This design comes from an exercise in tuning for small area on the open sky130 flow, not from production work. Only simulation tests tie the RTL to the original design; equivalence was not proved. Power is estimated from default activity; no workload was simulated.

## flow/design.v

```verilog
module spark_pwm #(
    parameter STEER = 0                  
)(
    input           reset_n,             
    input           clock,               
    input           clk_en,              
    input           pwm_enable,          
    input           pwm_direction,       
    input   [5:0]   pwm_ratio,           
    output          pwm_signal           
);
localparam [11:0] OFFSET = STEER ? 12'd132 : 12'd4;
function automatic ge_k(input [11:0] x, input [11:0] k);
    integer i;
    begin
        ge_k = 1'b1;
        for (i = 0; i < 12; i = i + 1)
            ge_k = k[i] ? (x[i] & ge_k) : (x[i] | ge_k);
    end
endfunction
function automatic le_k(input [11:0] x, input [11:0] k);
    integer i;
    begin
        le_k = 1'b1;
        for (i = 0; i < 12; i = i + 1)
            le_k = k[i] ? (~x[i] | le_k) : (~x[i] & le_k);
    end
endfunction
reg  [11:0]  phase;
reg          pwm_en_sync;
reg          dir;
reg  [5:0]   ratio;                
reg          loaded;
wire at_zero = (phase == OFFSET);
wire load    = clk_en & pwm_en_sync & at_zero & (STEER ? pwm_enable : 1'b1);
always @( posedge clock or negedge reset_n ) begin
    if( ~reset_n ) begin
        phase       <= OFFSET;
        pwm_en_sync <= 1'b0;
        loaded      <= 1'b0;
    end
    else if(clk_en) begin
        if(pwm_en_sync) begin
            phase <= phase + 12'h1;
            if(at_zero) begin
                if(!pwm_enable)
                    pwm_en_sync <= 1'b0;
                if(load)
                    loaded <= 1'b1;
            end
        end
        else
            pwm_en_sync <= pwm_enable;
    end
end
always @( posedge clock ) begin
    if(load) begin
        dir     <= pwm_direction;
        ratio   <= pwm_ratio;
    end
end
generate
if (STEER) begin : g_steer
    wire low_band = (phase >= 12'd134) & (phase <= 12'd511);
    wire band_lo  = (phase[11:8] == 4'd2);
    wire band_hi  = (phase[11:8] == 4'd3);
    wire [5:0] q  = phase[7:2];
    wire [5:0] b = ratio;
    wire c0 = (q[0] & b[0]) | (dir & (q[0] | b[0]));
    wire c1 = (q[1] & b[1]) | (c0 & (q[1] | b[1]));
    wire c2 = (q[2] & b[2]) | (c1 & (q[2] | b[2]));
    wire c3 = (q[3] & b[3]) | (c2 & (q[3] | b[3]));
    wire c4 = (q[4] & b[4]) | (c3 & (q[4] | b[4]));
    wire c5 = (q[5] & b[5]) | (c4 & (q[5] | b[5]));
    wire       below = ~c5;
    assign pwm_signal = loaded & (low_band |
                                  (band_lo & (dir | below)) |
                                  (band_hi & dir & below));
end
else begin : g_drive
    wire low_band = (phase >= 12'd6) & (phase <= 12'd575);
    wire band_lo  = (phase[11:6] == 6'd9);
    wire band_hi  = (phase[11:6] == 6'd10);
    wire [5:0] q  = phase[5:0];
    wire [5:0] b = ratio;
    wire c0 = (q[0] & b[0]) | (dir & (q[0] | b[0]));
    wire c1 = (q[1] & b[1]) | (c0 & (q[1] | b[1]));
    wire c2 = (q[2] & b[2]) | (c1 & (q[2] | b[2]));
    wire c3 = (q[3] & b[3]) | (c2 & (q[3] | b[3]));
    wire c4 = (q[4] & b[4]) | (c3 & (q[4] | b[4]));
    wire c5 = (q[5] & b[5]) | (c4 & (q[5] | b[5]));
    wire       below = ~c5;
    assign pwm_signal = low_band |
                        (band_lo & (dir | below)) |
                        (band_hi & dir & below);
end
endgenerate
endmodule
module pwm
(
    input           reset_n,     
    input           clock,       
    input   [7:0]   step_cnt,    
    input   [3:0]   duty,        
    output          pwm_signal   
);
reg [3:0]   target;
always @(posedge clock) begin
    if(step_cnt == 8'h1)
        target      <= duty;
end
wire [3:0] hi = step_cnt[7:4];
wire       lt3 = ~hi[3] & target[3];
wire       eq3 = ~(hi[3] ^ target[3]);
wire       lt2 = ~hi[2] & target[2];
wire       eq2 = ~(hi[2] ^ target[2]);
wire       lt1 = ~hi[1] & target[1];
wire       eq1 = ~(hi[1] ^ target[1]);
wire       lt0 = ~hi[0] & target[0];
wire       eq0 = ~(hi[0] ^ target[0]);
wire       le_lo = ~(|step_cnt[3:1]);
wire       below = lt3 | eq3 & (lt2 | eq2 & (lt1 | eq1 & (lt0 | eq0 & le_lo)));
wire       at_least_3 = (|hi) | (&step_cnt[1:0]) | step_cnt[2] | step_cnt[3];
assign pwm_signal = at_least_3 & below;
endmodule
module spi (
    input                   reset_n,     
    input                   clock,       
    input                   spi_clk,     
    input                   cs_n,        
    input                   mosi,        
    input           [7:0]   rd_data,
    output                  miso,        
    output reg      [5:0]   address,
    output reg              write_en,
    output reg      [7:0]   wr_data,
    output reg              read_en
);
reg                 cs_n_ff, cs_n_ff2, cs_n_ff3;
reg                 shift_en_ff, shift_en_ff2, shift_en_wentlow;
reg                 mosi_ff;
reg     [15:0]      shift_in_reg;
reg                 rx_par;
reg                 wr_pend, rd_pend;
reg     [8:0]       tx_data;
reg     [2:0]       tx_zeros;
wire csn_wenthigh   = cs_n_ff2 & ~cs_n_ff3;
wire csn_wentlow    = ~cs_n_ff2 & cs_n_ff3;
wire shift_in       = shift_en_ff & ~shift_en_ff2;
wire data_valid     = ~rx_par & (shift_in_reg != 16'h00FF);
always @(posedge clock or negedge reset_n) begin
    if(~reset_n) begin
        cs_n_ff             <= 1'b0;
        cs_n_ff2            <= 1'b0;
        cs_n_ff3            <= 1'b0;
        shift_en_ff         <= 1'b0;
        shift_en_ff2        <= 1'b0;
        shift_en_wentlow    <= 1'b0;
        shift_in_reg        <= 16'h0;
        rx_par              <= 1'b0;
        wr_pend             <= 1'b0;
        rd_pend             <= 1'b0;
        write_en            <= 1'b0;
        read_en             <= 1'b0;
        tx_data             <= 9'h0;
        tx_zeros            <= 3'h0;
    end
    else begin
        cs_n_ff             <= cs_n;
        cs_n_ff2            <= cs_n_ff;
        cs_n_ff3            <= cs_n_ff2;
        shift_en_ff         <= spi_clk & (~cs_n);
        shift_en_ff2        <= shift_en_ff;
        shift_en_wentlow    <= (~shift_en_ff) & shift_en_ff2;
        if(shift_in) begin
            shift_in_reg    <= {shift_in_reg[14:0], mosi_ff};
            rx_par          <= rx_par ^ shift_in_reg[15] ^ mosi_ff;
        end
        wr_pend             <= csn_wenthigh & ~shift_in_reg[15] & data_valid;
        rd_pend             <= csn_wenthigh &  shift_in_reg[15] & data_valid;
        write_en            <= wr_pend;
        read_en             <= rd_pend;
        if(csn_wentlow) begin
            tx_data         <= {^{1'b1, address, rd_data}, rd_data};
            tx_zeros        <= 3'h7;
        end
        else if(shift_en_wentlow) begin
            if(tx_zeros != 3'h0)
                tx_zeros    <= tx_zeros - 3'h1;
            else
                tx_data     <= {tx_data[7:0], 1'b0};
        end
    end
end
always @(posedge clock) begin
    mosi_ff         <= mosi;
    if(csn_wenthigh) begin
        wr_data     <= shift_in_reg[7:0];
        address     <= shift_in_reg[13:8];
    end
end
assign miso = ((tx_zeros == 3'h0) & tx_data[8]) | cs_n;
endmodule
module reg_file (
    input               reset_n,     
    input               clock,       
    input       [5:0]   address,     
    input               write_en,    
    input       [7:0]   wr_data,     
    input               read_en,     
    output reg  [7:0]   rd_data,     
    output reg  [7:0]   drv0, drv1, drv2, drv3,      
    output reg  [7:0]   rot0, rot1, rot2, rot3,      
    input       [11:0]  angle0, angle1, angle2, angle3,  
    output reg  [7:0]   led_test                     
);
reg     [7:0]   servo0, servo1, servo2, servo3;
reg     [11:0]  snap0, snap1, snap2, snap3;
wire            snap_wr   = write_en & wr_data[6];
reg             snap0_v, snap1_v, snap2_v, snap3_v;
reg             servo0_v, servo1_v, servo2_v, servo3_v;
always @(posedge clock) begin
    if(snap_wr & (address == 6'h0A)) snap0 <= angle0;
    if(snap_wr & (address == 6'h0D)) snap1 <= angle1;
    if(snap_wr & (address == 6'h10)) snap2 <= angle2;
    if(snap_wr & (address == 6'h13)) snap3 <= angle3;
    if(write_en & (address == 6'h14)) servo0 <= wr_data;
    if(write_en & (address == 6'h15)) servo1 <= wr_data;
    if(write_en & (address == 6'h16)) servo2 <= wr_data;
    if(write_en & (address == 6'h17)) servo3 <= wr_data;
end
wire drv_bcast = (address == 6'h3) | (address == 6'h1);
wire [7:0] ctl_wr = {wr_data[7:6], wr_data[5:0] ^ {6{wr_data[6]}}};
wire       ctl_addr = (address[5:2] == 4'b0001) | (address == 6'h08) | (address == 6'h0B) |
                      (address == 6'h0E) | (address == 6'h11);
always @(posedge clock or negedge reset_n) begin
    if(~reset_n) begin
        rd_data     <= 8'h0;
        drv0        <= 8'h0;
        drv1        <= 8'h0;
        drv2        <= 8'h0;
        drv3        <= 8'h0;
        rot0        <= 8'h0;
        rot1        <= 8'h0;
        rot2        <= 8'h0;
        rot3        <= 8'h0;
        servo0_v    <= 1'b0;
        servo1_v    <= 1'b0;
        servo2_v    <= 1'b0;
        servo3_v    <= 1'b0;
        led_test    <= 8'h0;
        snap0_v     <= 1'b0;
        snap1_v     <= 1'b0;
        snap2_v     <= 1'b0;
        snap3_v     <= 1'b0;
    end
    else begin
        if(write_en & ((address == 6'h04) | drv_bcast)) drv0 <= ctl_wr;
        if(write_en & ((address == 6'h05) | drv_bcast)) drv1 <= ctl_wr;
        if(write_en & ((address == 6'h06) | drv_bcast)) drv2 <= ctl_wr;
        if(write_en & ((address == 6'h07) | drv_bcast)) drv3 <= ctl_wr;
        if(write_en & (address == 6'h08)) rot0 <= ctl_wr;
        if(write_en & (address == 6'h0B)) rot1 <= ctl_wr;
        if(write_en & (address == 6'h0E)) rot2 <= ctl_wr;
        if(write_en & (address == 6'h11)) rot3 <= ctl_wr;
        if(snap_wr & (address == 6'h0A)) snap0_v <= 1'b1;
        if(snap_wr & (address == 6'h0D)) snap1_v <= 1'b1;
        if(snap_wr & (address == 6'h10)) snap2_v <= 1'b1;
        if(snap_wr & (address == 6'h13)) snap3_v <= 1'b1;
        if(write_en & (address == 6'h14)) servo0_v <= 1'b1;
        if(write_en & (address == 6'h15)) servo1_v <= 1'b1;
        if(write_en & (address == 6'h16)) servo2_v <= 1'b1;
        if(write_en & (address == 6'h17)) servo3_v <= 1'b1;
        if(write_en & (address == 6'h1B)) led_test <= wr_data;
        if(read_en)
            rd_data <= {rd_mux[7:6], rd_mux[5:0] ^ {6{rd_mux[6] & ctl_addr}}};
    end
end
reg [7:0] rd_mux;
always @(*) begin
    case(address)
        6'h04:   rd_mux = drv0;
        6'h05:   rd_mux = drv1;
        6'h06:   rd_mux = drv2;
        6'h07:   rd_mux = drv3;
        6'h08:   rd_mux = rot0;
        6'h09:   rd_mux = snap0[7:0] & {8{snap0_v}};
        6'h0A:   rd_mux = {4'h0, snap0[11:8] & {4{snap0_v}}};
        6'h0B:   rd_mux = rot1;
        6'h0C:   rd_mux = snap1[7:0] & {8{snap1_v}};
        6'h0D:   rd_mux = {4'h0, snap1[11:8] & {4{snap1_v}}};
        6'h0E:   rd_mux = rot2;
        6'h0F:   rd_mux = snap2[7:0] & {8{snap2_v}};
        6'h10:   rd_mux = {4'h0, snap2[11:8] & {4{snap2_v}}};
        6'h11:   rd_mux = rot3;
        6'h12:   rd_mux = snap3[7:0] & {8{snap3_v}};
        6'h13:   rd_mux = {4'h0, snap3[11:8] & {4{snap3_v}}};
        6'h14:   rd_mux = servo0 & {8{servo0_v}};
        6'h15:   rd_mux = servo1 & {8{servo1_v}};
        6'h16:   rd_mux = servo2 & {8{servo2_v}};
        6'h17:   rd_mux = servo3 & {8{servo3_v}};
        6'h1B:   rd_mux = led_test;
        default: rd_mux = 8'h0;
    endcase
end
endmodule
module i2c(
    input               reset_n,         
    input               clock,           
    input               step,            
    input               sample,          
    input       [1:0]   phase,           
    input               enable,          
    output      [11:0]  raw_angle,       
    output reg          scl,             
    input               sda_in,          
    output reg          sda_out,         
    output reg          sda_oe           
);
localparam      IDLE = 4'b0000;
localparam      START = 4'b0001;
localparam      DEV_WR = 4'b1000;
localparam      ACK0 = 4'b0100;
localparam      READ_ADDR = 4'b1001;
localparam      ACK1 = 4'b0101;
localparam      REP_START = 4'b0010;
localparam      DEV_RD = 4'b1010;
localparam      ACK2 = 4'b0110;
localparam      DATA0 = 4'b1100;
localparam      ACK3 = 4'b0011;
localparam      DATA1 = 4'b1101;
localparam      NACK = 4'b0111;
localparam      STOP = 4'b1011;
localparam      PAUSE = 4'b1111;
localparam      WRITE_DEVICE    = 8'h6C;
localparam      READ_DEVICE     = 8'h6D;
localparam      READ_RAW_ANGLE  = 8'h0C;
reg     [3:0]   ps, ns;
reg     [2:0]   bit_counter;
reg     [7:0]   read_data0;
reg     [3:0]   read_data1;
integer         k;
wire            byte_state = ps[3] & ~(ps[1] & ps[0]);
always @(posedge clock or negedge reset_n) begin
    if(~reset_n) begin
        ps              <= IDLE;
        bit_counter     <= 3'b0;
        read_data0      <= 8'b0;
        read_data1      <= 4'b0;
    end
    else begin
        if(step) begin
            ps          <= ns;
            bit_counter <= byte_state ? {bit_counter[2] ^ (bit_counter[1] & bit_counter[0]),
                                         bit_counter[1] ^ bit_counter[0], ~bit_counter[0]} : 3'h0;
        end
        for (k = 0; k < 4; k = k + 1)
            if(sample & (ps == DATA0) & (bit_counter == 3'd7 - k))
                read_data1[k]   <= sda_in;
        for (k = 0; k < 8; k = k + 1)
            if(sample & (ps == DATA1) & (bit_counter == 3'd7 - k))
                read_data0[k]   <= sda_in;
    end
end
always @(*) begin
    case(ps)
        IDLE:       ns = enable ? START : IDLE;
        START:      ns = DEV_WR;
        DEV_WR:     ns = (bit_counter == 3'h7) ? ACK0 : DEV_WR;
        ACK0:       ns = READ_ADDR;
        READ_ADDR:  ns = (bit_counter == 3'h7) ? ACK1 : READ_ADDR;
        ACK1:       ns = REP_START;
        REP_START:  ns = DEV_RD;
        DEV_RD:     ns = (bit_counter == 3'h7) ? ACK2 : DEV_RD;
        ACK2:       ns = DATA0;
        DATA0:      ns = (bit_counter == 3'h7) ? ACK3 : DATA0;
        ACK3:       ns = DATA1;
        DATA1:      ns = (bit_counter == 3'h7) ? NACK : DATA1;
        NACK:       ns = STOP;
        STOP:       ns = PAUSE;
        PAUSE:      ns = enable ? IDLE : START;
        default:    ns = IDLE;
    endcase
end
localparam [7:0] CUR_WR = 8'h36, CUR_RA = 8'h30, CUR_RD = 8'hB6;
localparam [7:0] PRV_WR = 8'h6C, PRV_RA = 8'h60;
wire            first_phase = (phase == 2'b00);
reg             wr_bit;
always @(*) begin
    case(ps)
        READ_ADDR:  wr_bit = first_phase ? PRV_RA[bit_counter] : CUR_RA[bit_counter];
        DEV_RD:     wr_bit = first_phase ? PRV_WR[bit_counter] : CUR_RD[bit_counter];
        default:    wr_bit = first_phase ? PRV_WR[bit_counter] : CUR_WR[bit_counter];
    endcase
end
always @(*) begin
    case(ps)
        IDLE:       begin scl = 1'b1;              sda_out = 1'b1;                                    sda_oe = 1'b1; end
        START:      begin scl = (phase != 2'b11);  sda_out = first_phase;                             sda_oe = 1'b1; end
        DEV_WR, READ_ADDR, DEV_RD:
                    begin scl = phase[1];          sda_out = wr_bit;                                  sda_oe = 1'b1; end
        ACK0, ACK1, ACK2, DATA0, DATA1:
                    begin scl = phase[1];          sda_out = 1'b1;                                    sda_oe = 1'b0; end
        REP_START:  begin scl = phase[1];          sda_out = (phase == 2'b01) | (phase == 2'b10);     sda_oe = 1'b1; end
        ACK3:       begin scl = phase[1];          sda_out = 1'b0;                                    sda_oe = 1'b1; end
        NACK:       begin scl = phase[1];          sda_out = 1'b1;                                    sda_oe = 1'b1; end
        STOP:       begin scl = phase[1];          sda_out = (phase == 2'b00) | (phase == 2'b11);     sda_oe = 1'b1; end
        default:    begin scl = 1'b1;              sda_out = 1'b1;                                    sda_oe = 1'b1; end
    endcase
end
assign raw_angle = {read_data1[3:0], read_data0[7:0]};
endmodule
module motor_subsystem(
    input           reset_n,         
    input           clock,           
    input           spi_clock,       
    input           cs_n,            
    input           mosi,            
    output          miso,            
    output  [3:0]   sr_pwm,          
    output  [3:0]   scl,             
    input   [3:0]   sda_in,          
    output  [3:0]   sda_out,         
    output  [3:0]   sda_oe,          
    output  [3:0]   sd_pwm,          
    output  [3:0]   servo_pwm,       
    output          status_fault,    
    output          status_pi,       
    output          status_ps4,      
    output          status_debug     
);
reg   [18:0]    div_cntr;
always @(posedge clock or negedge reset_n) begin
    if(~reset_n)
        div_cntr    <= 19'h00400;
    else
        div_cntr    <= div_cntr + 19'h1;
end
wire            low5        = &div_cntr[4:0];
wire            en5         = low5 & ~div_cntr[5];                       
wire            en6         = low5 & div_cntr[5] & ~div_cntr[6];         
wire  [1:0]     i2c_phase   = {div_cntr[8] ^ (div_cntr[7] & div_cntr[6]), div_cntr[7] ^ div_cntr[6]};
wire            i2c_step    = en6 & (div_cntr[8:7] == 2'b11);            
wire            i2c_sample  = en6 & (div_cntr[8:7] == 2'b10);            
wire  [5:0]     address;
wire            write_en, read_en;
wire  [7:0]     wr_data, rd_data;
wire  [7:0]     drv0, drv1, drv2, drv3;
wire  [7:0]     rot0, rot1, rot2, rot3;
wire  [11:0]    angle0, angle1, angle2, angle3;
wire  [7:0]     led_test;
spi spi(
    .reset_n    (reset_n),
    .clock      (clock),
    .spi_clk    (spi_clock),
    .cs_n       (cs_n),
    .mosi       (mosi),
    .miso       (miso),
    .address    (address),
    .write_en   (write_en),
    .wr_data    (wr_data),
    .read_en    (read_en),
    .rd_data    (rd_data)
);
reg_file rf(
    .reset_n    (reset_n),
    .clock      (clock),
    .address    (address),
    .write_en   (write_en),
    .wr_data    (wr_data),
    .read_en    (read_en),
    .rd_data    (rd_data),
    .drv0       (drv0),
    .drv1       (drv1),
    .drv2       (drv2),
    .drv3       (drv3),
    .rot0       (rot0),
    .rot1       (rot1),
    .rot2       (rot2),
    .rot3       (rot3),
    .angle0     (angle0),
    .angle1     (angle1),
    .angle2     (angle2),
    .angle3     (angle3),
    .led_test   (led_test)
);
i2c i2c0(.reset_n(reset_n), .clock(clock), .step(i2c_step), .sample(i2c_sample), .phase(i2c_phase),
         .enable(rot0[7]), .raw_angle(angle0), .scl(scl[0]), .sda_in(sda_in[0]), .sda_out(sda_out[0]), .sda_oe(sda_oe[0]));
i2c i2c1(.reset_n(reset_n), .clock(clock), .step(i2c_step), .sample(i2c_sample), .phase(i2c_phase),
         .enable(rot1[7]), .raw_angle(angle1), .scl(scl[1]), .sda_in(sda_in[1]), .sda_out(sda_out[1]), .sda_oe(sda_oe[1]));
i2c i2c2(.reset_n(reset_n), .clock(clock), .step(i2c_step), .sample(i2c_sample), .phase(i2c_phase),
         .enable(rot2[7]), .raw_angle(angle2), .scl(scl[2]), .sda_in(sda_in[2]), .sda_out(sda_out[2]), .sda_oe(sda_oe[2]));
i2c i2c3(.reset_n(reset_n), .clock(clock), .step(i2c_step), .sample(i2c_sample), .phase(i2c_phase),
         .enable(rot3[7]), .raw_angle(angle3), .scl(scl[3]), .sda_in(sda_in[3]), .sda_out(sda_out[3]), .sda_oe(sda_oe[3]));
spark_pwm #(.STEER(1)) sr_pwm0(.reset_n(reset_n), .clock(clock), .clk_en(en5), .pwm_enable(rot0[7]),
         .pwm_direction(rot0[6]), .pwm_ratio(rot0[5:0]), .pwm_signal(sr_pwm[0]));
spark_pwm #(.STEER(1)) sr_pwm1(.reset_n(reset_n), .clock(clock), .clk_en(en5), .pwm_enable(rot1[7]),
         .pwm_direction(rot1[6]), .pwm_ratio(rot1[5:0]), .pwm_signal(sr_pwm[1]));
spark_pwm #(.STEER(1)) sr_pwm2(.reset_n(reset_n), .clock(clock), .clk_en(en5), .pwm_enable(rot2[7]),
         .pwm_direction(rot2[6]), .pwm_ratio(rot2[5:0]), .pwm_signal(sr_pwm[2]));
spark_pwm #(.STEER(1)) sr_pwm3(.reset_n(reset_n), .clock(clock), .clk_en(en5), .pwm_enable(rot3[7]),
         .pwm_direction(rot3[6]), .pwm_ratio(rot3[5:0]), .pwm_signal(sr_pwm[3]));
spark_pwm #(.STEER(0)) sd_pwm0(.reset_n(reset_n), .clock(clock), .clk_en(en5), .pwm_enable(drv0[7]),
         .pwm_direction(drv0[6]), .pwm_ratio(drv0[5:0]), .pwm_signal(sd_pwm[0]));
spark_pwm #(.STEER(0)) sd_pwm1(.reset_n(reset_n), .clock(clock), .clk_en(en5), .pwm_enable(drv1[7]),
         .pwm_direction(drv1[6]), .pwm_ratio(drv1[5:0]), .pwm_signal(sd_pwm[1]));
spark_pwm #(.STEER(0)) sd_pwm2(.reset_n(reset_n), .clock(clock), .clk_en(en5), .pwm_enable(drv2[7]),
         .pwm_direction(drv2[6]), .pwm_ratio(drv2[5:0]), .pwm_signal(sd_pwm[2]));
spark_pwm #(.STEER(0)) sd_pwm3(.reset_n(reset_n), .clock(clock), .clk_en(en5), .pwm_enable(drv3[7]),
         .pwm_direction(drv3[6]), .pwm_ratio(drv3[5:0]), .pwm_signal(sd_pwm[3]));
assign servo_pwm = 4'b0;
wire pwm_light;
pwm lights(
    .reset_n    (reset_n),
    .clock      (clock),
    .step_cnt   (div_cntr[18:11]),
    .duty       (led_test[7:4]),
    .pwm_signal (pwm_light)
);
assign status_fault = pwm_light & led_test[0];
assign status_pi    = pwm_light & led_test[1];
assign status_ps4   = pwm_light & led_test[2];
assign status_debug = pwm_light;
endmodule
```

## flow/flow/run.sh

```bash
#!/bin/bash
# The standard layout (standard.sh) with three changes:
#  - synthesis maps logic with an area-oriented ABC script (flow/synth.tcl, flow/area.abc),
#    adders included (no separate half/full-adder cell mapping);
#  - the clock tree uses clkbuf_8 buffers and no dummy loads;
#  - port buffers are buf_1.
# Every tool's output is in orfs/logs/; make's own output is in standard.log.
set -uo pipefail
HERE=$(pwd)
CTS="-sink_clustering_enable -repair_clock_nets -root_buf sky130_fd_sc_hd__clkbuf_8 -buf_list {sky130_fd_sc_hd__clkbuf_8} -sink_clustering_size 16 -sink_clustering_max_diameter 60 -dont_use_dummy_load"
bash standard.sh "SYNTH_SCRIPT=$HERE/flow/synth.tcl" "ADDER_MAP_FILE=" "AREA_ABC_SCRIPT=$HERE/flow/area.abc" \
  "CTS_ARGS=$CTS" "BUFFER_PORTS_ARGS=-buffer_cell sky130_fd_sc_hd__buf_1" finish > standard.log 2>&1
```

## flow/flow/area.abc

```
strash
&get -n
&fraig -x
&put
scorr
dc2
dretime
strash
&get -n
&syn2
&dch -f
&nf -R 1000
&put
strash
&get -n
&syn2
&dch -f
&nf -R 1000
&put
```

## flow/flow/synth.tcl

```tcl
# The standard flow's synthesis script (synth_recipe.tcl) with one change: ABC maps the combinational
# logic with an area-oriented script (flow/area.abc) instead of ORFS's speed script.
# Registers are mapped before ABC runs, so they are the standard synthesis's.
proc synth {args} { yosys synth -nofsm -noshare {*}$args }
proc abc {args} {
  set i [lsearch -exact $args -script]
  if {$i >= 0} { lset args [expr {$i+1}] $::env(AREA_ABC_SCRIPT) }
  puts "area abc: $args"
  yosys abc {*}$args
}
source $::env(SCRIPTS_DIR)/synth.tcl
# left out here: clear keep_hierarchy, flatten, clean up, hide names made inside functions, write 1_2_yosys.v
```

## flow/standard.sh

```bash
#!/bin/bash
# synth_recipe.tcl (not shown) runs the flow's synth.tcl, then flattens the netlist and writes it again
# the make line also repeats each setting of config.mk as NAME=value (left out here)
make -C /OpenROAD-flow-scripts/flow DESIGN_CONFIG=/design/flow/config.mk WORK_HOME=/design/flow/orfs CLKGATE_MAP_FILE= SYNTH_SCRIPT=/design/flow/synth_recipe.tcl "${@:-finish}"
```

## flow/config.mk

```make
export PLATFORM = sky130hd
export DESIGN_NAME = motor_subsystem
export DESIGN_NICKNAME = motor_subsystem
export VERILOG_FILES = /design/flow/design.v
export SDC_FILE = /design/flow/constraint.sdc
export NUM_CORES = 4
export LEC_CHECK = 0
export CAP_MARGIN = 5
export CORE_MARGIN = 2
export CORE_UTILIZATION = 55
export SLEW_MARGIN = 5
```

## flow/constraint.sdc

```tcl
create_clock -name core_clock -period 10.0 [get_ports {clock}]
set_input_delay 2.0000 -clock core_clock [delete_from_list [all_inputs] [get_ports {clock}]]
set_output_delay 2.0000 -clock core_clock [all_outputs]
set_load 0.01 [all_outputs]
```

==> results of run 1 <==
[layer usage]
layer	routed length, um	vias to the layer above	global-route usage
met1	20600	6769	0.343
met4	1670	0	0.0894
li1	-	6665	-
met2	21900	354	0.399
met3	2660	101	0.0450
met5	0	-	0
[final cells by class]
| type | instances | area share |
|---|---|---|
| Inverter | 24 | 0.00410 |
| Timing Repair Buffer | 52 | 0.0122 |
| Clock buffer | 40 | 0.0250 |
| Sequential cell | 485 | 0.588 |
| Tap cell | 511 | 0.0291 |
| Multi-Input combinational cell | 1252 | 0.342 |
[critical path: cells and delay by family (launching register included)]
| family | cells | cell delay (ns) |
|---|---|---|
| flip-flops | 1 | 0.46 |
| AO/OA/AOI/OAI | 4 | 0.43 |
| buffers and inverters | 3 | 0.58 |
| AND/OR/NAND/NOR | 3 | 0.74 |
[power by group]
group	internal, W	switching [W]	total [W]
combinational	0.000110	0.000154	0.000264
clock	0.000359	0.000600	0.000960
sequential	0.00217	0.000133	0.00231
[kinds of logic after synthesis]
| kind of cell | synth area share |
|---|---|
| other | 0.000181 |
| xor gates and xnor gates | 0.0428 |
| muxes | 0.0513 |
| DFF | 0.624 |
| buffers and inverters | 0.0131 |
| and+or+nand+nor | 0.149 |
| adders and majority gates | 0.00242 |
| AOI/OAI and AO/OA | 0.117 |
[worst paths after layout]
path / end / slack (ns) / cells after the start
worst max-delay path: sda_out[1] / 5.20 / 10
worst min-delay path: spi.cs_n_ff2 / 0.35 / 0
worst max register to register: i2c0.read_data0[4] / 6.31 / 11
worst min register to register: spi.cs_n_ff2 / 0.35 / 0
max in group asynchronous: i2c2.bit_counter[1] / 6.69 / 3
min in group asynchronous: rf.rot3[2] / 1.34 / 1
[layout by cell type (no fill, tap or decap), types with 7 or more instances in the layout]
| cell type | n |
|---|---|
| nor4_1 | 12 |
| and2_0 | 15 |
| clkbuf_8 | 40 |
| or2_0 | 14 |
| nor3_1 | 41 |
| mux2_1 | 88 |
| a22o_1 | 14 |
| mux2i_1 | 7 |
| a22oi_1 | 32 |
| a21boi_0 | 8 |
| clkinv_1 | 24 |
| a221oi_1 | 9 |
| nand4_1 | 26 |
| dfrtp_1 | 317 |
| xnor2_1 | 56 |
| o21ai_0 | 110 |
| a222oi_1 | 28 |
| buf_4 | 18 |
| o22ai_1 | 19 |
| xor2_1 | 45 |
| dfstp_2 | 13 |
| nor2_1 | 182 |
| nand2b_1 | 15 |
| nor2b_1 | 17 |
| and3_1 | 40 |
| edfxtp_1 | 154 |
| nand3_1 | 59 |
| o221ai_1 | 10 |
| buf_1 | 32 |
| nand2_1 | 219 |
| a21oi_1 | 97 |
| a31oi_1 | 14 |
[per-stage QoR]
step / cell area [um2] / setup slack [ns] / hold slack (ns) / power [W]
floorplan: 20700 / 5.28 / 0.331 / 0.00246
global placement: 21400 / 5.64 / 0.334 / 0.00261
detailed placement: 21400 / 5.63 / 0.337 / 0.00261
CTS: 22000 / 5.16 / 0.357 / 0.00357
global route: 22000 / 5.01 / 0.366 / 0.00368
finish: 22000 / 5.20 / 0.353 / 0.00353
==> flow_metrics.tcl, run 1 <==
set metrics [dict create \
    worstSkewPairLatency_ns 0.61 \
    drc 0 \
    final_setup_violation_count 0 \
    power_density_nw_per_um2 161 \
    n_antenna_cell 0 \
    clkSinkCount 485 \
    final.setup.tns_ns 0 \
    cpPeakStageDelay_ns 0.48 \
    dp_cells 2323 \
    cts_setup_buffers 0 \
    yosysMostFrequentCell "dfrtp_1" \
    postLayoutCoreUtil 0.588 \
    synth_seq_area_share 0.624 \
    detailed_place_hpwl_mm 33.4 \
    timing.critical_path.slowest_stage_cell "or4_1" \
    grt_usage 0.249 \
    fin_worst_skew_ns 0.0577 \
    grt-ovfl-total 0 \
    die_height_um 198 \
    worstHoldPathType "reg2reg" \
    die_area_um2 39200 \
    netlist_top_cells_area "dfrtp_1, edfxtp_1, mux2_1" \
    maximum_number_of_pins_on_one_net_before_global_route_repair 79 \
    timing.setup.critical_path_class "reg2out" \
    bufs_on_longest_clock_path 3 \
    io_pins 38 \
    crit_path_cell_trace "nand2_1, nand2_1, o21ai_1, buf_4, o21ai_0, buf_4, o21ai_0, a21oi_1, or4_1, buf_1" \
    share_of_cells_above_drive_strength_1 0.0399 \
    min_from "spi.cs_n_ff" \
    portBuffers 33 \
    cap_viol_max_count 0 \
    clk_pin_slew_worst_paths_ns 0.08 \
    synth.avg_cell_area_um2 11.6 \
    worstPathRequired_ns 8.00 \
    multi_input_combinational_cell_area_um2 7520 \
    ys_seq_elements 485 \
    postRouteAntennaNets 0 \
    clock.fmax_ghz 0.208 \
    netlist.top_cell.by_area "dfrtp_1" \
    synthesis.instances 1782 \
    ctsRootBufferMaster "clkbuf_8" \
    slew_headroom 0.283 \
    synth_commonest_cells "dfrtp_1, nand2_1, nor2_1, edfxtp_1, o21ai_0" \
    final-seq-area_um2 12900 \
    dr_total_vias 13900 \
    first_pass_grt_wire_length_mm 75.2 \
    detail_route.vias_per_cell 5.88 \
    routed_wire_length_per_instance_um 19.8 \
    grt_antenna_before_repair 0 \
    routabilityCongestion 0.945 \
    cts-buffers-inserted 40 \
    worstMarginPinSlew_ns 1.07 \
    number_of_flip_flops_in_the_largest_register 19 \
    layout_worst_path_cycle_share 0.480 \
    postCtsHoldBufs 0 \
    worstSetupStartpoint "div_cntr[6]" \
    nFillCells 3153 \
    synth.cell_area_um2 20700 \
    report.final.slew_viol_count 0 \
    setup.worst_path.end_class "output pin" \
    ys_types 58 \
    core_region_area_um2 37400 \
    tritoncts_clock_tree "built" \
    drt_iter0_drc 1166 \
    fin_cells 2364 \
    setup.worst_path.start_class "flop" \
    worst-endpoint-arrival_ns 2.80 \
    synth-edff-count 154 \
    htree_levels 2 \
    placement_rows 71 \
    share_of_synthesized_registers_carrying_an_async_set_or_reset 0.680 \
    power.ir.vdd_worst_v 0.0000879 \
    post-route-min-period_ns 4.80 \
    nNetsFinal 1864 \
    finalHoldViolCount 0 \
    ys.flop_type "dfrtp_1" \
    crit-reg2reg-launch "div_cntr[0]" \
    die_w_um 198 \
    drt_wl_total_mm 46.9 \
    status "no timing/DRC/antenna violations" \
    worst-path-max-fanout 15 \
    post-synth-top-area-fraction 0.383 \
    initial_utilization 0.553 \
    synth_warnings 7 \
    area.growth.synth_to_final_pct 6.24 \
    vias_in_the_first_global_route 13200 \
    first_pass_iters 9 \
    rsz_0062_raised_after_global_routing "false" \
    post_cts.resized_instances 0 \
    leakage_nw 8.92 \
]
==> run 2, diff against run 1 <==
--- a/flow/config.mk
+++ b/flow/config.mk
@@ -6,6 +6,6 @@
 export NUM_CORES = 4
 export LEC_CHECK = 0
-export CAP_MARGIN = 5
+export CAP_MARGIN = 20
 export CORE_MARGIN = 2
 export CORE_UTILIZATION = 55
-export SLEW_MARGIN = 5
+export SLEW_MARGIN = 20
==> run 2 against run 1 <==
Sequential cell count unchanged; highest routed layer unchanged; clock power rose by 0.8%; wire length about the same; sequential share of layout area about the same; non-clock buffer count is 1 lower; fmax shrank 0.42%; setup slack worse by 0.020 ns; clock skew is 0.012 ns lower; critical path type unchanged; largest cell class unchanged; register-to-register slack hardly changed; final cell count unchanged; count of clock-buffer cells in the layout rose by 1.
==> flow_metrics.tcl, run 2 <==
set metrics [dict create \
    routabilityCongestion 0.945 \
    die_w_um 198 \
    layout_worst_path_cycle_share 0.482 \
    cpPeakStageDelay_ns 0.48 \
    share_of_synthesized_registers_carrying_an_async_set_or_reset 0.680 \
    routed_wire_length_per_instance_um 19.8 \
    first_pass_grt_wire_length_mm 75.6 \
    slew_headroom 0.264 \
    postCtsHoldBufs 0 \
    timing.critical_path.slowest_stage_cell "or4_1" \
    placement.cell_area_um2 21400 \
    netlist_top_cells_area "dfrtp_1, edfxtp_1, mux2_1" \
    n_antenna_cell 0 \
    power.ir.vdd_worst_v 0.0000740 \
    area.growth.synth_to_final_pct 6.30 \
    synth-edff-count 154 \
    postRouteAntennaNets 0 \
    report.final.slew_viol_count 0 \
    number_of_flip_flops_in_the_largest_register 19 \
    die_area_um2 39200 \
    critical_path.endpoint "sda_out[1]" \
    rsz_0062_raised_after_global_routing "false" \
    detailed_place_hpwl_mm 33.5 \
    crit-reg2reg-launch "div_cntr[0]" \
    dr_total_vias 13900 \
    cap_viol_max_count 0 \
    grt-ovfl-total 0 \
    grt_util_met1 0.341 \
    finalHoldViolCount 0 \
    crit_path_cell_trace "nand2_1, nand2_1, o21ai_1, buf_4, o21ai_0, buf_4, o21ai_0, a21oi_1, or4_1, buf_1" \
    worst-endpoint-arrival_ns 2.82 \
    worstPathRequired_ns 8.00 \
    crit_family "simple AND/OR/NAND/NOR gates" \
    initial_utilization 0.553 \
    netlist.top_cell.by_area "dfrtp_1" \
    timing.setup.critical_path_class "reg2out" \
    global_route.usage.met2 0.405 \
    power.share.combinational 0.075 \
    vias_in_the_first_global_route 13400 \
    maximum_number_of_pins_on_one_net_before_global_route_repair 79 \
    drt_iter0_drc 1135 \
    bufs_on_longest_clock_path 3 \
    p_int_w 0.00265 \
    worstSetupStartpoint "div_cntr[6]" \
    post_cts.resized_instances 0 \
    nNetsFinal 1864 \
    power_density_nw_per_um2 161 \
    ctsRootBufferMaster "clkbuf_8" \
    io_pins 38 \
    postLayoutCellArea_um2 22000 \
    fin_worst_skew_ns 0.0460 \
    synth_commonest_cells "dfrtp_1, nand2_1, nor2_1, edfxtp_1, o21ai_0" \
    final_setup_violation_count 0 \
    post-synth-top-area-fraction 0.383 \
    post-route-min-period_ns 4.82 \
    share_of_cells_above_drive_strength_1 0.0405 \
    portBuffers 33 \
    ff2ff_path_depth 11 \
    worstSkewPairLatency_ns 0.62 \
    detail_route.vias_per_cell 5.89 \
    crit-reg2reg-capture "i2c0.read_data0[4]" \
    grt_usage 0.251 \
    setup.worst_path.start_class "flop" \
    worstMarginPinSlew_ns 1.10 \
    drt_wl_total_mm 46.9 \
    yosysMostFrequentCell "dfrtp_1" \
    setup.worst_path.end_class "output pin" \
    ys_seq_elements 485 \
    grt_antenna_before_repair 0 \
    clkSinkCount 485 \
    synth.cell_area_um2 20700 \
    worstHoldPathType "reg2reg" \
    die_height_um 198 \
    clk_pin_slew_worst_paths_ns 0.09 \
    status "no timing/DRC/antenna violations" \
    synth_seq_area_share 0.624 \
    cts-buffers-inserted 41 \
    drc 0 \
    worst-path-buf-inv 3 \
    power.share.clock 0.273 \
    report.power.total_w 0.00354 \
    first_pass_iters 9 \
    tritoncts_clock_tree "built" \
    worst-path-max-fanout 15 \
    power.share.sequential 0.652 \
    power.net_switching_w 0.000888 \
    grtUsageMet3 0.0540 \
    final.setup.tns_ns 0 \
    ys_types 58 \
    grt.busiest_layer "met2" \
    ys.flop_type "dfrtp_1" \
    cts_setup_buffers 0 \
    htree_levels 2 \
    path_depth 10 \
    layout.cells.most_common_list "dfrtp_1, nand2_1, nor2_1" \
    synth.avg_cell_area_um2 11.6 \
    placement_rows 71 \
    clock.fmax_ghz 0.208 \
    leakage_nw 8.93 \
    timing.hold.ws_ns 0.351 \
    mostFrequentLayoutCell "dfrtp_1" \
    core_region_area_um2 37400 \
    netSwitchingFraction 0.251 \
    synthesis.instances 1782 \
    synth_warnings 7 \
    worst_case_register_to_register_setup_slack_ns 6.30 \
]
==> run 2: cell types whose count changed in the layout (fill, tap and decap cells not counted) <==
cell,delta
a21oi_1,-1
a21oi_2,+1
buf_2,-1
clkbuf_8,+1
o21ai_0,-1
o21ai_1,+1
==> run 2: power groups by stage <==
stage / combinational, W / sequential (W) / clock, W
finish: 0.000265 / 0.00231 / 0.000968
global route: 0.000295 / 0.00232 / 0.00108
CTS: 0.000270 / 0.00231 / 0.00101
detailed placement: 0.000269 / 0.00235 / 0
global placement: 0.000264 / 0.00234 / 0
floorplan: 0.000180 / 0.00228 / 0
==> run 2: per-stage QoR <==
stage | std cells | util | worst slack [ns]
2_1_floorplan | 1785 | - | 5.28
3_3_place_gp | 2323 | 0.573 | 5.64
3_5_place_dp | 2323 | 0.573 | 5.63
4_1_cts | 2364 | 0.588 | 5.14
5_1_grt | 2364 | 0.588 | 4.96
6_report | 2364 | 0.588 | 5.18
==> run 2: worst min path at each step <==
stage | start | endpoint | cells past startpoint
detailed placement | spi.wr_pend | spi.write_en | 0
floorplan | spi.cs_n_ff | spi.cs_n_ff2 | 0
finish | spi.wr_pend | spi.write_en | 0
CTS | spi.cs_n_ff | spi.cs_n_ff2 | 0
global route | spi.wr_pend | spi.write_en | 0
global placement | spi.wr_pend | spi.write_en | 0
==> run 2: area by class of cell <==
type	count	area [um2]
fillers	3129	15400
flip-flops and latches	485	12900
multi-input cells	1252	7520
well taps	511	639
clock buffers	41	564
repair buffers	51	263
inverters	24	90.1
==> run 2: cells by family (layout without fill, tap and decap cells) <==
| logic type | after synthesis | after routing | synth area share |
|---|---|---|---|
| compound gates | 380 | 380 | 0.117 |
| xor+xnor | 101 | 101 | 0.0428 |
| fa+ha+maj | 5 | 5 | 0.00242 |
| buf+inv | 48 | 116 | 0.0131 |
| flops | 485 | 485 | 0.624 |
| mux | 95 | 95 | 0.0513 |
| other cells | 1 | 4 | 0.000181 |
| simple gates | 667 | 667 | 0.149 |
==> run 2: metal layers <==
layer	share of wire	vias up
met5	0	-
met4	0.030	0
met3	0.059	97
met2	0.47	328
met1	0.44	6829
li1	-	6668
==> run 3, diff against run 2 <==
--- a/flow/flow/run.sh
+++ b/flow/flow/run.sh
@@ -9,4 +9,4 @@
 HERE=$(pwd)
 CTS="-sink_clustering_enable -repair_clock_nets -root_buf sky130_fd_sc_hd__clkbuf_8 -buf_list {sky130_fd_sc_hd__clkbuf_8} -sink_clustering_size 16 -sink_clustering_max_diameter 60 -dont_use_dummy_load"
-bash standard.sh "SYNTH_SCRIPT=$HERE/flow/synth.tcl" "ADDER_MAP_FILE=" "AREA_ABC_SCRIPT=$HERE/flow/area.abc" \
+bash standard.sh "SYNTH_SCRIPT=$HERE/flow/synth.tcl" "ADDER_MAP_FILE=" "REMOVE_ABC_BUFFERS=1" "AREA_ABC_SCRIPT=$HERE/flow/area.abc" \
   "CTS_ARGS=$CTS" "BUFFER_PORTS_ARGS=-buffer_cell sky130_fd_sc_hd__buf_1" finish > standard.log 2>&1
--- a/flow/config.mk
+++ b/flow/config.mk
@@ -9,3 +9,4 @@
 export CORE_MARGIN = 2
 export CORE_UTILIZATION = 55
+export GPL_TIMING_DRIVEN = 0
 export SLEW_MARGIN = 20
==> run 3 against run 2 <==
Combinational power increased by 2%; register-to-register slack lost 0.05 ns; largest power group unchanged; sequential cell count did not move; first-iteration DRC count down 8.4%; sequential power hardly changed; clock skew grew 0.030 ns; non-clock buffer count is 1 lower; synthesized cell count stayed put; global-route usage fell by 0.20 points; utilization rose by 0.49 points; critical path type unchanged; still clean; sequential share of layout area fell by 0.48 points; via count shrank 0.31%.
==> flow_metrics.tcl, run 3 <==
set metrics [dict create \
    timing.setup.critical_path_class "reg2out" \
    worst-endpoint-arrival_ns 3.30 \
    placement.cell_area_um2 21600 \
    yosysMostFrequentCell "dfrtp_1" \
    grt_antenna_before_repair 0 \
    worstSkewPairLatency_ns 0.64 \
    ys_seq_elements 485 \
    fin_worst_skew_ns 0.0762 \
    io_pins 38 \
    grt_usage 0.249 \
    fin_cells 2363 \
    die_w_um 198 \
    crit_path_cell_trace "nor2_1, o21ai_2, o21ai_1, o21ai_0, a21oi_1, or4_1, buf_1" \
    cap_viol_max_count 0 \
    layout_worst_path_cycle_share 0.530 \
    synth_seq_area_share 0.624 \
    crit_family "compound AO/OA/AOI/OAI gates" \
    synth.cell_area_um2 20700 \
    report.final.slew_viol_count 0 \
    worstHoldPathType "reg2reg" \
    ctsRootBufferMaster "clkbuf_8" \
    ys.flop_type "dfrtp_1" \
    portBuffers 33 \
    first_pass_iters 6 \
    clkSinkCount 485 \
    power.ir.vdd_worst_v 0.0000791 \
    bufs_on_longest_clock_path 3 \
    finalHoldViolCount 0 \
    timing.hold.ws_ns 0.349 \
    status "no timing/DRC/antenna violations" \
    die_height_um 198 \
    final_setup_violation_count 0 \
    leakage_nw 8.99 \
    nNetsFinal 1863 \
    die_area_um2 39200 \
    netlist.top_cell.by_area "dfrtp_1" \
    postLayoutCoreUtil 0.593 \
    worst-path-buf-inv 1 \
    postCtsHoldBufs 0 \
    tritoncts_clock_tree "built" \
    synth-edff-count 154 \
    min_from "spi.cs_n_ff" \
    area.growth.synth_to_final_pct 7.18 \
    postLayoutCellArea_um2 22200 \
    layout.cells.most_common_list "dfrtp_1, nand2_1, nor2_1" \
    post-synth-top-area-fraction 0.383 \
    clk_pin_slew_worst_paths_ns 0.10 \
    clock.fmax_ghz 0.189 \
    dr_total_vias 13900 \
    post-route-min-period_ns 5.30 \
    worstSetupStartpoint "div_cntr[7]" \
    mostFrequentLayoutCell "dfrtp_1" \
    power_density_nw_per_um2 160 \
    grt-ovfl-total 0 \
    ys_types 58 \
    detail_route.vias_per_cell 5.87 \
    synth_warnings 7 \
    post_cts.resized_instances 0 \
    drt_iter0_drc 1040 \
    placement_rows 71 \
    setup.worst_path.start_class "flop" \
    number_of_flip_flops_in_the_largest_register 19 \
    routabilityCongestion 0.929 \
    drc 0 \
    rsz_0062_raised_after_global_routing "false" \
    first_pass_grt_wire_length_mm 75.3 \
    netlist_top_cells_area "dfrtp_1, edfxtp_1, mux2_1" \
    worstPathRequired_ns 8.00 \
    core_region_area_um2 37400 \
    htree_levels 2 \
    n_antenna_cell 0 \
    timing.critical_path.slowest_stage_cell "o21ai_2" \
    worst-path-max-fanout 15 \
    dp_cells 2322 \
    routed_wire_length_per_instance_um 19.8 \
    synth.avg_cell_area_um2 11.6 \
    share_of_cells_above_drive_strength_1 0.0432 \
    cts_setup_buffers 0 \
    cts-buffers-inserted 41 \
    share_of_synthesized_registers_carrying_an_async_set_or_reset 0.680 \
    initial_utilization 0.553 \
    vias_in_the_first_global_route 13300 \
    slew_headroom 0.241 \
    detailed_place_hpwl_mm 33.6 \
    drt_wl_total_mm 46.7 \
    final.setup.tns_ns 0 \
    setup.worst_path.end_class "output pin" \
    synth_commonest_cells "dfrtp_1, nand2_1, nor2_1, edfxtp_1, o21ai_0" \
    postRouteAntennaNets 0 \
    maximum_number_of_pins_on_one_net_before_global_route_repair 33 \
    crit-reg2reg-launch "div_cntr[0]" \
    synthesis.instances 1782 \
    nFillCells 3141 \
    cpPeakStageDelay_ns 0.60 \
    worstMarginPinSlew_ns 1.13 \
]
[run 3: changes by cell type in the layout (fill, tap and decap cells not counted), moves of 2 or more]
cell and change:
buf_4 -16, buf_12 +11, buf_2 +3, nor3_1 -2, nor3_2 +2, nor4_1 -2
nor4_2 +2, o21ai_0 -2
[run 3: per-stage QoR]
step                worst slack (ns)  total power, W
finish                          4.70         0.00355
global route                    4.52         0.00372
CTS                             4.66         0.00360
detailed placement              5.38         0.00262
global placement              -10.18         0.00260
floorplan                       5.36         0.00246
[run 3: final timing paths]
path / endpoint / slack, ns / cells past startpoint
setup / recovery: sda_out[1] / 4.70 / 7
max in group asynchronous: div_cntr[10] / 7.36 / 5
hold reg to reg: spi.cs_n_ff2 / 0.35 / 0
setup reg to reg: i2c0.read_data0[4] / 6.25 / 11
min in group asynchronous: sd_pwm3.phase[6] / 1.34 / 1
hold / removal: spi.cs_n_ff2 / 0.35 / 0
[run 3: kinds of logic (layout without fill, tap and decap cells)]
| group | count (synthesis) | after routing | share of synthesized area |
|---|---|---|---|
| compound gates | 380 | 380 | 0.117 |
| xor+xnor | 101 | 101 | 0.0428 |
| fa+ha+maj | 5 | 5 | 0.00242 |
| buf+inv | 48 | 115 | 0.0131 |
| flops | 485 | 485 | 0.624 |
| mux | 95 | 95 | 0.0513 |
| other cells | 1 | 4 | 0.000181 |
| simple gates | 667 | 667 | 0.149 |
[run 3: area by class of cell]
cell class,count,area (um2),share of cell area
Timing Repair Buffer,50,413,0.0186
Tap cell,511,639,0.0288
Multi-Input combinational cell,1252,7550,0.341
Clock buffer,41,564,0.0254
Sequential cell,485,12900,0.583
Inverter,24,90.1,0.00406
[run 3: per-layer routing]
metal / vias to the layer above / global-route usage / part of all wire
met5: - / 0 / 0
met2: 328 / 0.399 / 0.47
li1: 6671 / - / -
met4: 0 / 0.0944 / 0.033
met3: 80 / 0.0395 / 0.054
met1: 6800 / 0.345 / 0.44
[run 3: where the power goes]
group | internal (W) | leakage (nW) | switching, W
Clock | 0.000368 | 0.295 | 0.000608
Combinational | 0.000117 | 2.89 | 0.000152
Sequential | 0.00217 | 5.81 | 0.000136
==> run 4, diff against run 3 <==
==> flow/flow/run.sh (replaced) <==
#!/bin/bash
# The standard layout (standard.sh) with three changes:
#  - synthesis maps logic with an area-oriented ABC script (flow/synth.tcl, flow/area.abc),
#    adders included (no separate half/full-adder cell mapping);
#  - the clock tree uses clkbuf_8 buffers and no dummy loads;
#  - port buffers are buf_1.
# Every tool's output is in orfs/logs/; make's own output is in standard.log.
set -uo pipefail
HERE=$(pwd)
CTS="-sink_clustering_enable -repair_clock_nets -root_buf sky130_fd_sc_hd__clkbuf_8 -buf_list {sky130_fd_sc_hd__clkbuf_8} -sink_clustering_size 20 -sink_clustering_max_diameter 60 -dont_use_dummy_load"
bash standard.sh "SYNTH_SCRIPT=$HERE/flow/synth.tcl" "ADDER_MAP_FILE=" "AREA_ABC_SCRIPT=$HERE/flow/area.abc" \
  "CTS_ARGS=$CTS" "BUFFER_PORTS_ARGS=-buffer_cell sky130_fd_sc_hd__buf_1" finish > standard.log 2>&1
--- a/flow/config.mk
+++ b/flow/config.mk
@@ -9,4 +9,3 @@
 export CORE_MARGIN = 2
 export CORE_UTILIZATION = 55
-export GPL_TIMING_DRIVEN = 0
 export SLEW_MARGIN = 20
==> run 4 against run 3 <==
First-iteration DRC count is 6.3% higher; wire length is 0.31% higher; largest cell class unchanged; clock power is 5.1% lower.
==> flow_metrics.tcl, run 4 <==
set metrics [dict create \
    status "no timing/DRC/antenna violations" \
    worstSkewPairLatency_ns 0.62 \
    crit-reg2reg-capture "i2c0.read_data0[4]" \
    synth_warnings 7 \
    netlist.top_cell.by_area "dfrtp_1" \
    final.setup.worst_slack_ns 5.22 \
    worst-path-buf-inv 3 \
    setup.worst_path.start_class "flop" \
    dr_total_vias 13900 \
    fin_cells 2361 \
    io_pins 38 \
    timing.setup.critical_path_class "reg2out" \
    detailed_place_hpwl_mm 33.5 \
    grt_usage 0.251 \
    tritoncts_clock_tree "built" \
    post_cts.resized_instances 0 \
    mostFrequentLayoutCell "dfrtp_1" \
    netSwitchingFraction 0.251 \
    routabilityCongestion 0.945 \
    area.growth.synth_to_final_pct 6.17 \
    detail_route.vias_per_cell 5.87 \
    clkSinkCount 485 \
    number_of_flip_flops_in_the_largest_register 19 \
    n_antenna_cell 0 \
    layout_worst_path_cycle_share 0.478 \
    worstHoldPathType "reg2reg" \
    worst-endpoint-arrival_ns 2.78 \
    postRouteAntennaNets 0 \
    share_of_synthesized_registers_carrying_an_async_set_or_reset 0.680 \
    worst_case_register_to_register_setup_slack_ns 6.31 \
    nNetsFinal 1861 \
    die_height_um 198 \
    power.share.combinational 0.076 \
    die_area_um2 39200 \
    post-route-min-period_ns 4.78 \
    p_int_w 0.00262 \
    timing.hold.worst_endpoint "spi.write_en" \
    timing.hold.ws_ns 0.361 \
    first_pass_iters 6 \
    maximum_number_of_pins_on_one_net_before_global_route_repair 79 \
    crit-reg2reg-launch "div_cntr[0]" \
    synthesis.instances 1782 \
    power.ir.vdd_worst_v 0.0000662 \
    htree_levels 2 \
    share_of_cells_above_drive_strength_1 0.0389 \
    worstPathRequired_ns 8.00 \
    leakage_nw 8.91 \
    finalHoldViolCount 0 \
    placement_rows 71 \
    drc 0 \
    holdPathStages 0 \
    first_pass_grt_wire_length_mm 75.5 \
    crit_path_cell_trace "nand2_1, nand2_1, o21ai_1, buf_4, o21ai_0, buf_4, o21ai_0, a21oi_1, or4_1, buf_1" \
    clock.fmax_ghz 0.209 \
    power.net_switching_w 0.000880 \
    synth.cell_area_um2 20700 \
    grt_antenna_before_repair 0 \
    report.final.slew_viol_count 0 \
    netlist_top_cells_area "dfrtp_1, edfxtp_1, mux2_1" \
    layout.cells.most_common_list "dfrtp_1, nand2_1, nor2_1" \
    synth_commonest_cells "dfrtp_1, nand2_1, nor2_1, edfxtp_1, o21ai_0" \
    fin_worst_skew_ns 0.0408 \
    power_density_nw_per_um2 159 \
    bufs_on_longest_clock_path 3 \
    cts-buffers-inserted 37 \
    yosysMostFrequentCell "dfrtp_1" \
    portBuffers 33 \
    die_w_um 198 \
    final.setup.tns_ns 0 \
    min_from "spi.wr_pend" \
    slew_headroom 0.265 \
    dp_cells 2323 \
    synth-edff-count 154 \
    final_setup_violation_count 0 \
    setup.worst_path.end_class "output pin" \
    initial_utilization 0.553 \
    drt_iter0_drc 1105 \
    rsz_0062_raised_after_global_routing "false" \
    power.share.clock 0.265 \
    cap_viol_max_count 0 \
    core_region_area_um2 37400 \
    cts_setup_buffers 0 \
    ctsRootBufferMaster "clkbuf_8" \
    routed_wire_length_per_instance_um 19.8 \
    grt-ovfl-total 0 \
    cpPeakStageDelay_ns 0.48 \
    ys.flop_type "dfrtp_1" \
    vias_in_the_first_global_route 13300 \
    ys_types 58 \
    drt_wl_total_mm 46.9 \
    clk_pin_slew_worst_paths_ns 0.10 \
    place_ws_ns 5.63 \
    ff2ff_path_depth 11 \
    timing.critical_path.slowest_stage_cell "or4_1" \
    crit_family "simple AND/OR/NAND/NOR gates" \
    worstMarginPinSlew_ns 1.09 \
    postCtsHoldBufs 0 \
    power.share.sequential 0.659 \
    worst-path-max-fanout 15 \
    synth_seq_area_share 0.624 \
    post-synth-top-area-fraction 0.383 \
    synth.avg_cell_area_um2 11.6 \
    ys_seq_elements 485 \
]
run 4: cell counts after synthesis:
No cell type changed its count.
run 4: cell families after synthesis:
kind of cell | count (synthesis) | synth area share
other | 1 | 0.000181
adders and majority gates | 5 | 0.00242
DFF | 485 | 0.624
xor gates and xnor gates | 101 | 0.0428
and+or+nand+nor | 667 | 0.149
AOI/OAI and AO/OA | 380 | 0.117
muxes | 95 | 0.0513
buffers and inverters | 48 | 0.0131
run 4: worst max path at each step:
| stage | start | to | cells past startpoint |
|---|---|---|---|
| after global routing | div_cntr[6] | sda_out[1] | 10 |
| after detailed placement | cs_n | miso | 3 |
| after floorplan | div_cntr[6] | sda_out[1] | 7 |
| after global placement | cs_n | miso | 3 |
| final | div_cntr[6] | sda_out[1] | 10 |
| after CTS | div_cntr[6] | sda_out[1] | 10 |
run 4: cell type report:
type,instances,area [um2]
fillers,3124,15400
flip-flops and latches,485,12900
clock buffers,37,509
well taps,511,639
repair buffers,52,290
multi-input cells,1252,7520
inverters,24,90.1
run 4: routing by layer:
layer,up-vias,GRT usage,share of wire
met3,85,0.0520,0.059
li1,6650,-,-
met5,-,0,0
met4,0,0.0794,0.028
met2,339,0.405,0.47
met1,6776,0.343,0.44
run 4: power groups by stage:
stage | registers, W | logic, W | clock network (W)
global route | 0.00232 | 0.000296 | 0.00104
floorplan | 0.00228 | 0.000180 | 0
CTS | 0.00230 | 0.000270 | 0.000965
finish | 0.00231 | 0.000266 | 0.000926
global placement | 0.00234 | 0.000264 | 0
detailed placement | 0.00235 | 0.000269 | 0
run 4: per-stage QoR:
step	util	instance area [um2]	total power, W
3_3_place_gp	0.573	21400	0.00261
4_1_cts	0.587	21900	0.00354
2_1_floorplan	-	20700	0.00246
5_1_grt	0.587	22000	0.00366
3_5_place_dp	0.573	21400	0.00261
6_report	0.587	22000	0.00350

-- afterwards: timing with drivers on the ports --
Ports are ideal in the flow. The routed layouts listed here were re-timed in OpenROAD.
Step 1 (the two cells are an assumption about what drives the block):
set clk [get_ports {clock}]
set_driving_cell -lib_cell sky130_fd_sc_hd__clkbuf_16 $clk
set_driving_cell -lib_cell sky130_fd_sc_hd__buf_2 [delete_from_list [all_inputs] $clk]
Step 2 also shifts input and output timing later by t, the mid clock arrival at the registers, as if the neighbouring blocks saw the same clock.
Slacks: no drivers / after step 1 / after step 2; pairs: no drivers / after step 1.
| run | t, ns | setup WS [ns] | hold slack, ns | clock arrival spread, ns | cell pins on the clock port's net |
|---|---|---|---|---|---|
| run 1 | 0.640 | 5.202 / 5.148 / 5.614 | 0.353 / 0.353 / 0.353 | 0.060 / 0.060 | 1 |
| run 2 | 0.651 | 5.181 / 5.128 / 5.615 | 0.351 / 0.351 / 0.351 | 0.051 / 0.051 | 1 |
| run 3 | 0.652 | 4.705 / 4.651 / 5.303 | 0.349 / 0.349 / 0.349 | 0.076 / 0.076 | 1 |
| run 4 | 0.651 | 5.221 / 5.169 / 5.615 | 0.361 / 0.361 / 0.361 | 0.050 / 0.051 | 1 |
After both steps every run listed still meets setup and hold.
